Background: an optimization exercise with open tools, aiming at small area, a short achievable clock period and few clock cycles per item. Do not read the settings as production practice. No functional check of the RTL was part of any run shown here.

[flow/config.mk]
export PLATFORM = sky130hd
export DESIGN_NAME = V_CORDIC_Unit
export DESIGN_NICKNAME = V_CORDIC_Unit
export VERILOG_FILES = /design/flow/design.v
export SDC_FILE = /design/flow/constraint.sdc
export NUM_CORES = 4
export LEC_CHECK = 0
export CAP_MARGIN = 20
export CORE_MARGIN = 2
export CORE_UTILIZATION = 40
export SETUP_SLACK_MARGIN = 5
export SLEW_MARGIN = 20
[flow/constraint.sdc]
create_clock -name core_clock -period 10.0 [get_ports {clk}]
set_input_delay 2.0000 -clock core_clock [delete_from_list [all_inputs] [get_ports {clk}]]
set_output_delay 2.0000 -clock core_clock [all_outputs]
set_load 0.01 [all_outputs]
[flow/design.v]
module LUT (
    input      [3:0]  sel,
    output reg [31:0] value
);
    always @(*) begin
        case (sel)
        4'd0:  value = 32'h5A000000;
        4'd1:  value = 32'h3521E1EA;
        4'd2:  value = 32'h1C124D4A;
        4'd3:  value = 32'h0E4047A0;
        4'd4:  value = 32'h0726F57E;
        4'd5:  value = 32'h0392B95A;
        4'd6:  value = 32'h01C925CA;
        4'd7:  value = 32'h00E45A2C;
        4'd8:  value = 32'h00723A7E;
        4'd9:  value = 32'h003987BA;
        4'd10: value = 32'h001C490E;
        4'd11: value = 32'h000E4520;
        4'd12: value = 32'h000722F8;
        4'd13: value = 32'h0003CCDC;
        4'd14: value = 32'h0001CAAE;
        default: value = 32'h0;
        endcase
    end
endmodule
module V_CORDIC (
    input signed [31:0]      i_data_1,
    input signed [31:0]      i_data_2,
    input                    en,
    input                    rst,
    input                    clk,
    input         [31:0]     LUT,
    output        [31:0]     o_data_1,
    output        [31:0]     o_data_2,
    output        [31:0]     angle,
    output reg               done_flag,
    output        [3:0]      sel
);
    localparam [31:0] ANG0 = 32'h9C20A7BB;    
    reg        busy;
    reg [4:0]  cnt;           
    reg [32:0] x, y;          
    reg [31:0] a;
    reg [32:0] hx, hy;
    reg        iter, swp, last, minv;
    reg [3:0]  sh;
    wire [4:0] cnt_n = busy ? cnt + 5'd1 : 5'd0;
    reg  [3:0] sh_n;
    reg        minv_n;
    always @(*) begin
        minv_n = 1'b0;
        case (cnt_n)
        5'd15: begin sh_n = 4'd1; minv_n = 1'b1; end
        5'd16: begin sh_n = 4'd3; end
        5'd17: begin sh_n = 4'd4; minv_n = 1'b1; end
        5'd18: begin sh_n = 4'd2; end
        5'd19: begin sh_n = 4'd2; minv_n = 1'b1; end
        5'd20: begin sh_n = 4'd3; end
        5'd21: begin sh_n = 4'd3; end
        5'd22: begin sh_n = 4'd3; minv_n = 1'b1; end
        5'd23: begin sh_n = 4'd2; end
        default: sh_n = cnt_n[3:0];
        endcase
    end
    wire neg = y[31];
    wire signed [32:0] shx = $signed(y) >>> sh;
    wire signed [32:0] shy = $signed(x) >>> sh;
    wire invx = iter ? neg  : minv;
    wire invy = iter ? ~neg : minv;
    wire cix  = iter & neg;
    wire ciy  = iter & ~neg;
    wire [32:0] ax = iter ? x : hx;
    wire [32:0] ay = iter ? y : hy;
    wire [32:0] sumx, sumy;
    cordic_add33 addx (.a(ax), .b(shx ^ {33{invx}}), .ci(cix), .s(sumx));
    cordic_add33 addy (.a(ay), .b(shy ^ {33{invy}}), .ci(ciy), .s(sumy));
    wire [31:0] suma = a + (LUT & {32{neg}});
    wire [32:0] rx = iter ? {sumx[31], sumx[31:0]} : sumx;
    wire [32:0] ry = iter ? {sumy[31], sumy[31:0]} : sumy;
    always @(posedge clk or posedge rst) begin
        if (rst) begin
            busy      <= 1'b0;
            cnt       <= 5'd0;
            done_flag <= 1'b0;
            iter      <= 1'b1;
            swp     <= 1'b0;
            last      <= 1'b0;
            minv      <= 1'b0;
            sh        <= 4'd0;
        end else begin
            done_flag <= busy & last;
            busy      <= busy ? ~last : en;
            cnt       <= cnt_n;
            iter      <= (cnt_n < 5'd15);
            swp     <= (cnt_n >= 5'd14);
            last      <= (cnt_n == 5'd23);
            minv      <= minv_n;
            sh        <= sh_n;
        end
    end
    always @(posedge clk) begin
        if (!busy) begin
            x <= {i_data_1[31], i_data_1};
            y <= {i_data_2[31], i_data_2};
            a <= ANG0;
        end else begin
            x <= swp ? ry : rx;
            y <= swp ? rx : ry;
            if (iter)
                a <= suma;
        end
        if (iter) begin
            hx <= rx;
            hy <= ry;
        end
    end
    assign sel      = cnt[3:0];
    assign o_data_1 = y[32:1];
    assign o_data_2 = x[32:1];
    assign angle    = a;
endmodule
module cordic_add33(input [32:0] a, input [32:0] b, input ci, output [32:0] s);
  wire [33:0] g0, p0;
  assign g0 = {a & b, ci};
  assign p0 = {a ^ b, 1'b0};
  wire g1_1 = g0[1] | (p0[1] & g0[0]);
  wire p1_1 = p0[1] & p0[0];
  wire g1_3 = g0[3] | (p0[3] & g0[2]);
  wire p1_3 = p0[3] & p0[2];
  wire g1_5 = g0[5] | (p0[5] & g0[4]);
  wire p1_5 = p0[5] & p0[4];
  wire g1_7 = g0[7] | (p0[7] & g0[6]);
  wire p1_7 = p0[7] & p0[6];
  wire g1_9 = g0[9] | (p0[9] & g0[8]);
  wire p1_9 = p0[9] & p0[8];
  wire g1_11 = g0[11] | (p0[11] & g0[10]);
  wire p1_11 = p0[11] & p0[10];
  wire g1_13 = g0[13] | (p0[13] & g0[12]);
  wire p1_13 = p0[13] & p0[12];
  wire g1_15 = g0[15] | (p0[15] & g0[14]);
  wire p1_15 = p0[15] & p0[14];
  wire g1_17 = g0[17] | (p0[17] & g0[16]);
  wire p1_17 = p0[17] & p0[16];
  wire g1_19 = g0[19] | (p0[19] & g0[18]);
  wire p1_19 = p0[19] & p0[18];
  wire g1_21 = g0[21] | (p0[21] & g0[20]);
  wire p1_21 = p0[21] & p0[20];
  wire g1_23 = g0[23] | (p0[23] & g0[22]);
  wire p1_23 = p0[23] & p0[22];
  wire g1_25 = g0[25] | (p0[25] & g0[24]);
  wire p1_25 = p0[25] & p0[24];
  wire g1_27 = g0[27] | (p0[27] & g0[26]);
  wire p1_27 = p0[27] & p0[26];
  wire g1_29 = g0[29] | (p0[29] & g0[28]);
  wire p1_29 = p0[29] & p0[28];
  wire g1_31 = g0[31] | (p0[31] & g0[30]);
  wire p1_31 = p0[31] & p0[30];
  wire g1_33 = g0[33] | (p0[33] & g0[32]);
  wire p1_33 = p0[33] & p0[32];
  wire g2_2 = g0[2] | (p0[2] & g1_1);
  wire p2_2 = p0[2] & p1_1;
  wire g2_3 = g1_3 | (p1_3 & g1_1);
  wire p2_3 = p1_3 & p1_1;
  wire g2_6 = g0[6] | (p0[6] & g1_5);
  wire p2_6 = p0[6] & p1_5;
  wire g2_7 = g1_7 | (p1_7 & g1_5);
  wire p2_7 = p1_7 & p1_5;
  wire g2_10 = g0[10] | (p0[10] & g1_9);
  wire p2_10 = p0[10] & p1_9;
  wire g2_11 = g1_11 | (p1_11 & g1_9);
  wire p2_11 = p1_11 & p1_9;
  wire g2_14 = g0[14] | (p0[14] & g1_13);
  wire p2_14 = p0[14] & p1_13;
  wire g2_15 = g1_15 | (p1_15 & g1_13);
  wire p2_15 = p1_15 & p1_13;
  wire g2_18 = g0[18] | (p0[18] & g1_17);
  wire p2_18 = p0[18] & p1_17;
  wire g2_19 = g1_19 | (p1_19 & g1_17);
  wire p2_19 = p1_19 & p1_17;
  wire g2_22 = g0[22] | (p0[22] & g1_21);
  wire p2_22 = p0[22] & p1_21;
  wire g2_23 = g1_23 | (p1_23 & g1_21);
  wire p2_23 = p1_23 & p1_21;
  wire g2_26 = g0[26] | (p0[26] & g1_25);
  wire p2_26 = p0[26] & p1_25;
  wire g2_27 = g1_27 | (p1_27 & g1_25);
  wire p2_27 = p1_27 & p1_25;
  wire g2_30 = g0[30] | (p0[30] & g1_29);
  wire p2_30 = p0[30] & p1_29;
  wire g2_31 = g1_31 | (p1_31 & g1_29);
  wire p2_31 = p1_31 & p1_29;
  wire g3_4 = g0[4] | (p0[4] & g2_3);
  wire p3_4 = p0[4] & p2_3;
  wire g3_5 = g1_5 | (p1_5 & g2_3);
  wire p3_5 = p1_5 & p2_3;
  wire g3_6 = g2_6 | (p2_6 & g2_3);
  wire p3_6 = p2_6 & p2_3;
  wire g3_7 = g2_7 | (p2_7 & g2_3);
  wire p3_7 = p2_7 & p2_3;
  wire g3_12 = g0[12] | (p0[12] & g2_11);
  wire p3_12 = p0[12] & p2_11;
  wire g3_13 = g1_13 | (p1_13 & g2_11);
  wire p3_13 = p1_13 & p2_11;
  wire g3_14 = g2_14 | (p2_14 & g2_11);
  wire p3_14 = p2_14 & p2_11;
  wire g3_15 = g2_15 | (p2_15 & g2_11);
  wire p3_15 = p2_15 & p2_11;
  wire g3_20 = g0[20] | (p0[20] & g2_19);
  wire p3_20 = p0[20] & p2_19;
  wire g3_21 = g1_21 | (p1_21 & g2_19);
  wire p3_21 = p1_21 & p2_19;
  wire g3_22 = g2_22 | (p2_22 & g2_19);
  wire p3_22 = p2_22 & p2_19;
  wire g3_23 = g2_23 | (p2_23 & g2_19);
  wire p3_23 = p2_23 & p2_19;
  wire g3_28 = g0[28] | (p0[28] & g2_27);
  wire p3_28 = p0[28] & p2_27;
  wire g3_29 = g1_29 | (p1_29 & g2_27);
  wire p3_29 = p1_29 & p2_27;
  wire g3_30 = g2_30 | (p2_30 & g2_27);
  wire p3_30 = p2_30 & p2_27;
  wire g3_31 = g2_31 | (p2_31 & g2_27);
  wire p3_31 = p2_31 & p2_27;
  wire g4_8 = g0[8] | (p0[8] & g3_7);
  wire p4_8 = p0[8] & p3_7;
  wire g4_9 = g1_9 | (p1_9 & g3_7);
  wire p4_9 = p1_9 & p3_7;
  wire g4_10 = g2_10 | (p2_10 & g3_7);
  wire p4_10 = p2_10 & p3_7;
  wire g4_11 = g2_11 | (p2_11 & g3_7);
  wire p4_11 = p2_11 & p3_7;
  wire g4_12 = g3_12 | (p3_12 & g3_7);
  wire p4_12 = p3_12 & p3_7;
  wire g4_13 = g3_13 | (p3_13 & g3_7);
  wire p4_13 = p3_13 & p3_7;
  wire g4_14 = g3_14 | (p3_14 & g3_7);
  wire p4_14 = p3_14 & p3_7;
  wire g4_15 = g3_15 | (p3_15 & g3_7);
  wire p4_15 = p3_15 & p3_7;
  wire g4_24 = g0[24] | (p0[24] & g3_23);
  wire p4_24 = p0[24] & p3_23;
  wire g4_25 = g1_25 | (p1_25 & g3_23);
  wire p4_25 = p1_25 & p3_23;
  wire g4_26 = g2_26 | (p2_26 & g3_23);
  wire p4_26 = p2_26 & p3_23;
  wire g4_27 = g2_27 | (p2_27 & g3_23);
  wire p4_27 = p2_27 & p3_23;
  wire g4_28 = g3_28 | (p3_28 & g3_23);
  wire p4_28 = p3_28 & p3_23;
  wire g4_29 = g3_29 | (p3_29 & g3_23);
  wire p4_29 = p3_29 & p3_23;
  wire g4_30 = g3_30 | (p3_30 & g3_23);
  wire p4_30 = p3_30 & p3_23;
  wire g4_31 = g3_31 | (p3_31 & g3_23);
  wire p4_31 = p3_31 & p3_23;
  wire g5_16 = g0[16] | (p0[16] & g4_15);
  wire p5_16 = p0[16] & p4_15;
  wire g5_17 = g1_17 | (p1_17 & g4_15);
  wire p5_17 = p1_17 & p4_15;
  wire g5_18 = g2_18 | (p2_18 & g4_15);
  wire p5_18 = p2_18 & p4_15;
  wire g5_19 = g2_19 | (p2_19 & g4_15);
  wire p5_19 = p2_19 & p4_15;
  wire g5_20 = g3_20 | (p3_20 & g4_15);
  wire p5_20 = p3_20 & p4_15;
  wire g5_21 = g3_21 | (p3_21 & g4_15);
  wire p5_21 = p3_21 & p4_15;
  wire g5_22 = g3_22 | (p3_22 & g4_15);
  wire p5_22 = p3_22 & p4_15;
  wire g5_23 = g3_23 | (p3_23 & g4_15);
  wire p5_23 = p3_23 & p4_15;
  wire g5_24 = g4_24 | (p4_24 & g4_15);
  wire p5_24 = p4_24 & p4_15;
  wire g5_25 = g4_25 | (p4_25 & g4_15);
  wire p5_25 = p4_25 & p4_15;
  wire g5_26 = g4_26 | (p4_26 & g4_15);
  wire p5_26 = p4_26 & p4_15;
  wire g5_27 = g4_27 | (p4_27 & g4_15);
  wire p5_27 = p4_27 & p4_15;
  wire g5_28 = g4_28 | (p4_28 & g4_15);
  wire p5_28 = p4_28 & p4_15;
  wire g5_29 = g4_29 | (p4_29 & g4_15);
  wire p5_29 = p4_29 & p4_15;
  wire g5_30 = g4_30 | (p4_30 & g4_15);
  wire p5_30 = p4_30 & p4_15;
  wire g5_31 = g4_31 | (p4_31 & g4_15);
  wire p5_31 = p4_31 & p4_15;
  wire g6_32 = g0[32] | (p0[32] & g5_31);
  wire p6_32 = p0[32] & p5_31;
  wire g6_33 = g1_33 | (p1_33 & g5_31);
  wire p6_33 = p1_33 & p5_31;
  wire [32:0] c = {g6_32, g5_31, g5_30, g5_29, g5_28, g5_27, g5_26, g5_25, g5_24, g5_23, g5_22, g5_21, g5_20, g5_19, g5_18, g5_17, g5_16, g4_15, g4_14, g4_13, g4_12, g4_11, g4_10, g4_9, g4_8, g3_7, g3_6, g3_5, g3_4, g2_3, g2_2, g1_1, g0[0]};
  assign s = p0[33:1] ^ c;
endmodule
module V_CORDIC_Unit (
    input signed [31:0]      i_data_1, 
    input signed [31:0]      i_data_2,
    input                    en,
    input                    rst,
    input                    clk,
    output signed [31:0]     o_data_1,
    output signed [31:0]     o_data_2,
    output signed [31:0]     angle,
    output                   done_flag
);
    wire [31:0] LUT;
    wire [3:0]  sel;    
    V_CORDIC veccor (
        .i_data_1(i_data_1),
        .i_data_2(i_data_2),
        .en(en),
        .rst(rst),
        .clk(clk),
        .LUT(LUT),
        .o_data_1(o_data_1),
        .o_data_2(o_data_2),
        .angle(angle),
        .done_flag(done_flag),
        .sel(sel)
    );
    LUT lut (
        .sel(sel),
        .value(LUT)
    );
endmodule
[flow/run.sh]
#!/bin/bash
# synth_recipe.tcl (not shown) runs the flow's synth.tcl, then flattens the netlist and writes it again
# the make line also repeats each setting of config.mk as NAME=value (left out here)
make -C /OpenROAD-flow-scripts/flow DESIGN_CONFIG=/design/flow/config.mk WORK_HOME=/design/flow/orfs CLKGATE_MAP_FILE= SYNTH_SCRIPT=/design/flow/synth_recipe.tcl finish
==> reports/results.tsv, run 1 <==
metric	value	unit
clock-root-buffer	clkbuf_16	
first_pass_iters	5	
hpwl	34600	um
grt_max_degree	75	
cp.required	10.39	ns
synth_edf_count	66	
max_slew_margin	33.9	%
mostFrequentLayoutCell	nand2_1	
status	timing/DRC/antenna clean	
ys_warn_count	2	
grt_pass1_vias	13200	
cts_tree	built	
clk_pin_slew	0.07	ns
antenna_found_initial	0	
clk_latency	0.46	ns
drt-total-wl	48300	um
cts.sinks	178	
drive_above_1_share	16.9	%
yosys_most_used_dff	dfxtp_1	
tightest_slew	0.987	ns
ys_seq_elements	178	
die-area	0.0406	mm2
path_max_fanout	8	
postSynth.asyncResetShare	8.43	%
final_cell_mix	nand2_1 (184), clkdlybuf4s50_1 (162), nor2_1 (151)	
io_pins	164	
gr-total-overflow	0	
initial_core_util	40.4	%
track_usage	23.5	%
avgSynthCellArea	8.88	um2
grt_pass1_wl	74500	um
gp_congestion	0.911	
min_path_type	flip-flop to flip-flop	
yosysSeqAreaShare	27.6	%
numPortBuffers	162	
drv_slew	0	
netlist_area	0.0156	mm2
setup_viol	0	
core	0.0386	mm2
cts.htree.levels	4	
skew	0.0147	ns
crit_slowest_cell	dfrtp_4	
rows	72	
max-clock-path-buffers	2	
via_count	13300	
setup_tns	0	ns
hold_violations	0	
fin_crit	4.98	ns
wl_per_cell	20.4	um
via_per_inst	5.64	
die_x	201	um
worstSetupPathType	flip-flop to flip-flop	
cap_viol_max_count	0	
end_kind	flip-flop	
final_nets	2014	
area_growth	20.0	%
max_stage_delay	0.57	ns
diodes	0	
synth_nets	1935	
dieHeight	201	um
min_period_over_period	49.8	%
dr.first_iter.drc_count	810	
postRouteAntennaNets	0	
drc	0	
clock.fmax	0.201	GHz
synthCells	1756	
rsz0062_at_grt	true	
numCtsBuffers	17	
crit_path_start_kind	flip-flop	
arrival	5.38	ns
yosysUniqueCellTypes	77	
==> cell type report <==
class	instances	area (um2)
Clock buffer	18	439
Clock inverter	14	128
Fill cell	3740	19800
Inverter	49	216
Multi-Input combinational cell	1364	10600
Sequential cell	178	4320
Tap cell	518	648
Timing Repair Buffer	224	2340
Timing Repair inverter	1	5.00
==> through the flow <==
stage / instances / hold WS (ns) / utilization (%) / area (um2) / setup slack (ns)
after floorplan: 1756 / 0.416 / - / 15600 / 5.00
after global placement: 2287 / 0.432 / 44.4 / 17100 / 3.66
after detailed placement: 2287 / 0.441 / 44.4 / 17100 / 3.55
after CTS: 2350 / 0.449 / 47.7 / 18400 / 4.99
after global routing: 2366 / 0.487 / 48.5 / 18700 / 4.73
final: 2366 / 0.449 / 48.5 / 18700 / 5.02
==> layer usage <==
metal / vias up / share of wire (%) / global-route usage (%)
met5: - / 0 / 0
met4: 0 / 2.1 / 6.72
met3: 52 / 5.2 / 3.94
li1: 6414 / - / -
met1: 6458 / 45 / 31.3
met2: 410 / 48 / 39.2
==> synth_stat cells (12+ instances only) <==
master | n | share of area (%)
mux4_2 | 36 | 5.2
a21oi_1 | 139 | 4.5
nor2b_1 | 34 | 1.4
dfrtp_1 | 14 | 2.2
o21a_1 | 14 | 0.67
o21ai_0 | 53 | 1.7
mux2i_1 | 104 | 6.7
ha_1 | 99 | 7.9
o21ai_1 | 48 | 1.5
edfxtp_1 | 66 | 13
nor2_1 | 153 | 3.7
inv_1 | 43 | 1.0
nand3_1 | 26 | 0.83
nand2_1 | 185 | 4.5
clkbuf_1 | 72 | 1.7
xor2_1 | 52 | 2.9
a31oi_1 | 25 | 1.0
and2_1 | 18 | 0.72
dfxtp_1 | 97 | 12
buf_1 | 17 | 0.41
fa_1 | 13 | 1.7
xnor2_1 | 89 | 5.0
a211oi_1 | 20 | 0.96
mux2_2 | 81 | 5.9
buf_4 | 65 | 3.1
a21o_1 | 23 | 1.1
nor3_1 | 15 | 0.48
nand2b_1 | 12 | 0.48
==> sequential cells by signal, summed over array words and instances, names as in the netlist, 4 cells and up <==
register and flops:
veccor.y 33, veccor.sh 4, veccor.a 31, veccor.cnt 5, veccor.hy 33, veccor.hx 33, veccor.x 33
==> path summary, 6_finish.rpt <==
| path | from | to | slack, ns | cells after the start |
|---|---|---|---|---|
| max in group asynchronous | rst | veccor.sh[1] | 7.60 | 2 |
| hold / removal | veccor.last | veccor.busy | 0.45 | 1 |
| min in group asynchronous | rst | veccor.done_flag | 1.92 | 2 |
| setup / recovery | veccor.sh[1] | veccor.y[32] | 5.02 | 29 |
| hold reg to reg | veccor.last | veccor.busy | 0.45 | 1 |
| setup reg to reg | veccor.sh[1] | veccor.y[32] | 5.02 | 29 |
==> worst max-delay path: cells and delay by family (launching register included) <==
kind / cells / cell delay [ns]
DFF: 1 / 0.57
and+or+nand+nor: 11 / 1.06
xor gates and xnor gates: 4 / 0.61
buffers and inverters: 3 / 0.49
AOI/OAI and AO/OA: 8 / 1.37
muxes: 1 / 0.10
adders and majority gates: 2 / 0.70
==> cells by family (layout without fill, tap and decap cells) <==
group	Yosys count	after routing	share of synthesized area, %
XOR/XNOR	141	141	7.92
multiplexers	224	224	17.9
adder cells (fa/ha/maj)	112	112	9.61
other	1	1	0.0241
buffers and inverters	214	306	6.81
AO/OA/AOI/OAI	408	408	16.5
AND/OR/NAND/NOR	478	478	13.6
flip-flops	178	178	27.6
==> repair_timing <==
action | 4_1_cts | 5_1_grt
buffers inserted | 26 | 13
gates cloned | 5 | 3
resized for setup | 86 | 33
hold buffers | 0 | 0
pin swaps | 27 | 30
setup endpoints to repair | 88 | 11
==> run 2: changes to the inputs <==
==> flow/flow/run.sh (new file) <==
#!/bin/bash
# Standard ORFS layout, with repair_timing aiming at a larger setup margin.
set -o pipefail
bash standard.sh SETUP_SLACK_MARGIN=6.5 finish > standard.log 2>&1
==> flow/standard.sh (new file) <==
#!/bin/bash
# synth_recipe.tcl (not shown) runs the flow's synth.tcl, then flattens the netlist and writes it again
# the make line also repeats each setting of config.mk as NAME=value (left out here)
make -C /OpenROAD-flow-scripts/flow DESIGN_CONFIG=/design/flow/config.mk WORK_HOME=/design/flow/orfs CLKGATE_MAP_FILE= SYNTH_SCRIPT=/design/flow/synth_recipe.tcl "${@:-finish}"
--- a/flow/config.mk
+++ b/flow/config.mk
@@ -8,5 +8,4 @@
 export CAP_MARGIN = 20
 export CORE_MARGIN = 2
 export CORE_UTILIZATION = 40
-export SETUP_SLACK_MARGIN = 5
 export SLEW_MARGIN = 20
removed: flow/run.sh
==> reports/results.tsv, run 2 <==
metric	value	unit	change
wl_per_cell	21.2	um	was 20.4 um
grt_pass1_vias	13700		was 13,200
path_max_fanout	6		was 8
mostFrequentLayoutCell	nand2_1		unchanged
rows	72		unchanged
drive_above_1_share	34.7	%	was 16.9%
r2r_setup_slack	4.99	ns	was 5.02 ns
end_kind	flip-flop		unchanged
hold-path-endpoint	veccor.busy		unchanged
skew	0.0146	ns	was 0.0147 ns
yosysUniqueCellTypes	77		unchanged
final_cell_mix	nand2_1 (174), clkdlybuf4s50_1 (153), nor2_1 (137)		was nand2_1 (184), clkdlybuf4s50_1 (162), nor2_1 (151)
dieHeight	201	um	unchanged
cts.htree.levels	4		unchanged
fillers	3460		was 3,740
fin_crit	5.01	ns	was 4.98 ns
yosys.area_share.simple	13.6	%	unchanged
post_dp_cell_area	0.0177	mm2	was 0.0171 mm2
die-area	0.0406	mm2	unchanged
drv_slew	0		unchanged
dr.first_iter.drc_count	913		was 810
synthTopCellsByCount	nand2_1 (185), nor2_1 (153), a21oi_1 (139)		unchanged
synth_xor_area_share	7.92	%	unchanged
r2r_end	veccor.x[32]		was veccor.y[32]
synthCells	1756		unchanged
synth_compound_area_share	16.5	%	unchanged
place_ws	3.39	ns	was 3.55 ns
via_count	13900		was 13,300
cts.sinks	178		unchanged
hold_violations	0		unchanged
stdcell_area	0.0213	mm2	was 0.0187 mm2
grt_pass1_wl	79300	um	was 74,500 um
yosys_most_used_dff	dfxtp_1		unchanged
r2r-start	veccor.sh[1]		unchanged
synthMuxAreaShare	17.9	%	unchanged
core	0.0386	mm2	unchanged
initial_core_util	40.4	%	unchanged
fin_util	55.2	%	was 48.5%
synth_top_family_by_area	multiplexers		unchanged
first_pass_iters	5		unchanged
setup_tns	0	ns	unchanged
setup_viol	0		unchanged
io_pins	164		unchanged
numPortBuffers	162		unchanged
rsz0062_at_grt	true		unchanged
antenna_found_initial	0		unchanged
clock.fmax	0.200	GHz	was 0.201 GHz
track_usage	25.0	%	was 23.5%
cap_viol_max_count	0		unchanged
whs_path_depth	1		unchanged
tightest_slew	1.14	ns	was 0.987 ns
status	timing/DRC/antenna clean		unchanged
numCtsBuffers	17		unchanged
final_nets	2110		was 2,014
avgSynthCellArea	8.88	um2	unchanged
rr_worst_depth	27		was 29
hp-start	veccor.last		unchanged
max-clock-path-buffers	2		unchanged
netlist_area	0.0156	mm2	unchanged
clk_latency	0.46	ns	about the same
ys_seq_elements	178		unchanged
ys_warn_count	2		unchanged
grt_max_degree	77		was 75
synth.top_cells.by_area	edfxtp_1 (13%), dfxtp_1 (12%), ha_1 (7.9%)		unchanged
postRouteAntennaNets	0		unchanged
dp.cells	2284		was 2,287
worst_slack	4.99	ns	was 5.02 ns
instances_no_fill	2462		was 2,366
gr-total-overflow	0		unchanged
hpwl	34800	um	was 34,600 um
yosys.area.top_type_share	12.7	%	unchanged
hold_slack	0.450	ns	was 0.449 ns
clock-root-buffer	clkbuf_16		unchanged
diodes	0		unchanged
yosysSeqAreaShare	27.6	%	unchanged
max_slew_margin	23.5	%	was 33.9%
gp_congestion	0.906		was 0.911
synth_fa_ha_area_share	9.61	%	unchanged
min_period_over_period	50.1	%	was 49.8%
synth_edf_count	66		unchanged
die_x	201	um	unchanged
arrival	5.39	ns	was 5.38 ns
via_per_inst	5.66		was 5.64
clk_pin_slew	0.07	ns	about the same
cp.required	10.38	ns	was 10.39 ns
worstSetupPathType	flip-flop to flip-flop		unchanged
hold_buffers	0		unchanged
postSynth.asyncResetShare	8.43	%	unchanged
drt-total-wl	52100	um	was 48,300 um
yosysMostFrequentCell	nand2_1		unchanged
synth_nets	1935		unchanged
synth.largest_area_cell	edfxtp_1		unchanged
min_path_type	flip-flop to flip-flop		unchanged
cts_tree	built		unchanged
area_growth	36.4	%	was 20.0%
drc	0		unchanged
crit_path_start_kind	flip-flop		unchanged
run 2: cell counts after synthesis:
Identical to the previous run, type by type.
run 2: worst max-delay path by stage:
| stage | from | to | cells past startpoint |
|---|---|---|---|
| global route | veccor.sh[1] | veccor.x[32] | 27 |
| CTS | veccor.sh[0] | veccor.x[32] | 23 |
| global placement | veccor.sh[0] | veccor.y[32] | 26 |
| finish | veccor.sh[1] | veccor.x[32] | 27 |
| detailed placement | veccor.sh[0] | veccor.x[32] | 26 |
| floorplan | veccor.iter | veccor.y[32] | 22 |
run 2: cells by family (layout without fill, tap and decap cells):
| logic type | after synthesis | in the layout |
|---|---|---|
| AOI/OAI and AO/OA | 408 | 408 |
| xor gates and xnor gates | 141 | 141 |
| adders and majority gates | 112 | 112 |
| buffers and inverters | 214 | 402 |
| DFF | 178 | 178 |
| muxes | 224 | 224 |
| other | 1 | 1 |
| and+or+nand+nor | 478 | 478 |
run 2: timing repair:
item                       in CTS  in global routing
cloned                          7                  1
gates resized for setup       244                154
pin swaps                      77                 91
setup buffers                  79                 59
setup endpoints to repair     212                153
run 2: area by class of cell:
cell class	instances	area [um2]	share of cell area, %
tap	518	648	3.05
clock buffer	21	460	2.17
clock inverter	11	103	0.482
timing repair buffer	321	3300	15.5
inverter	49	230	1.08
sequential	178	4410	20.7
multi-input combinational	1364	12100	57.0
run 2: per-layer routing:
metal | wire [um] | global-route usage [%] | up-vias | share of wire (%)
li1 | - | - | 6592 | -
met1 | 23700 | 34.8 | 6820 | 45
met2 | 24500 | 40.4 | 455 | 47
met3 | 2750 | 3.79 | 62 | 5.3
met4 | 1220 | 7.17 | 0 | 2.3
met5 | 0 | 0 | - | 0
run 2: worst max-delay path: stages, from the launching register on:
cell and delay, ns:
dfrtp_4 0.51, buf_12 0.15, buf_16 0.14, buf_12 0.15, buf_6 0.12, mux4_2 0.33
nand2_1 0.12, o21ai_2 0.08, a21oi_2 0.22, xnor2_2 0.10, ha_1 0.34, o211ai_1 0.10
buf_4 0.15, nor3_4 0.16, o21ai_4 0.12, o211ai_4 0.29, a21oi_4 0.12, o21ai_2 0.17
o41a_1 0.19, a21oi_2 0.08, fa_2 0.37, xnor2_2 0.15, xnor2_1 0.20, xnor2_1 0.14
nand2_1 0.08, o21ai_2 0.10, mux2i_1 0.09, a21oi_1 0.14

==> what the ideal ports hide <==
In the flow no input, the clock included, has a driving cell. The finished layouts below were timed again as built, in two steps.
Step 1 assumes that a clkbuf_16 drives the clock port and a buf_2 every other input.
Step 2 times the ports against the registers' clock, not the clock port: input delays grow and output delays shrink by t, the midpoint of the rising clock arrivals with the driver on.
a / b / c = no drivers / after step 1 / after step 2; a / b = the first two.
| run | t, ns | setup WS [ns] | latest minus earliest clock arrival (ns) | slew at the worst register clock pin (ns) | worst data-port slew with drivers (ns) |
|---|---|---|---|---|---|
| run 1 | 0.508 | 5.015 / 5.015 / 5.015 | 0.014 / 0.015 | 0.08 / 0.08 | 0.08 |
| run 2 | 0.507 | 4.992 / 4.992 / 4.992 | 0.015 / 0.014 | 0.08 / 0.08 | 0.09 |
After both steps setup and hold are still met in every run listed.
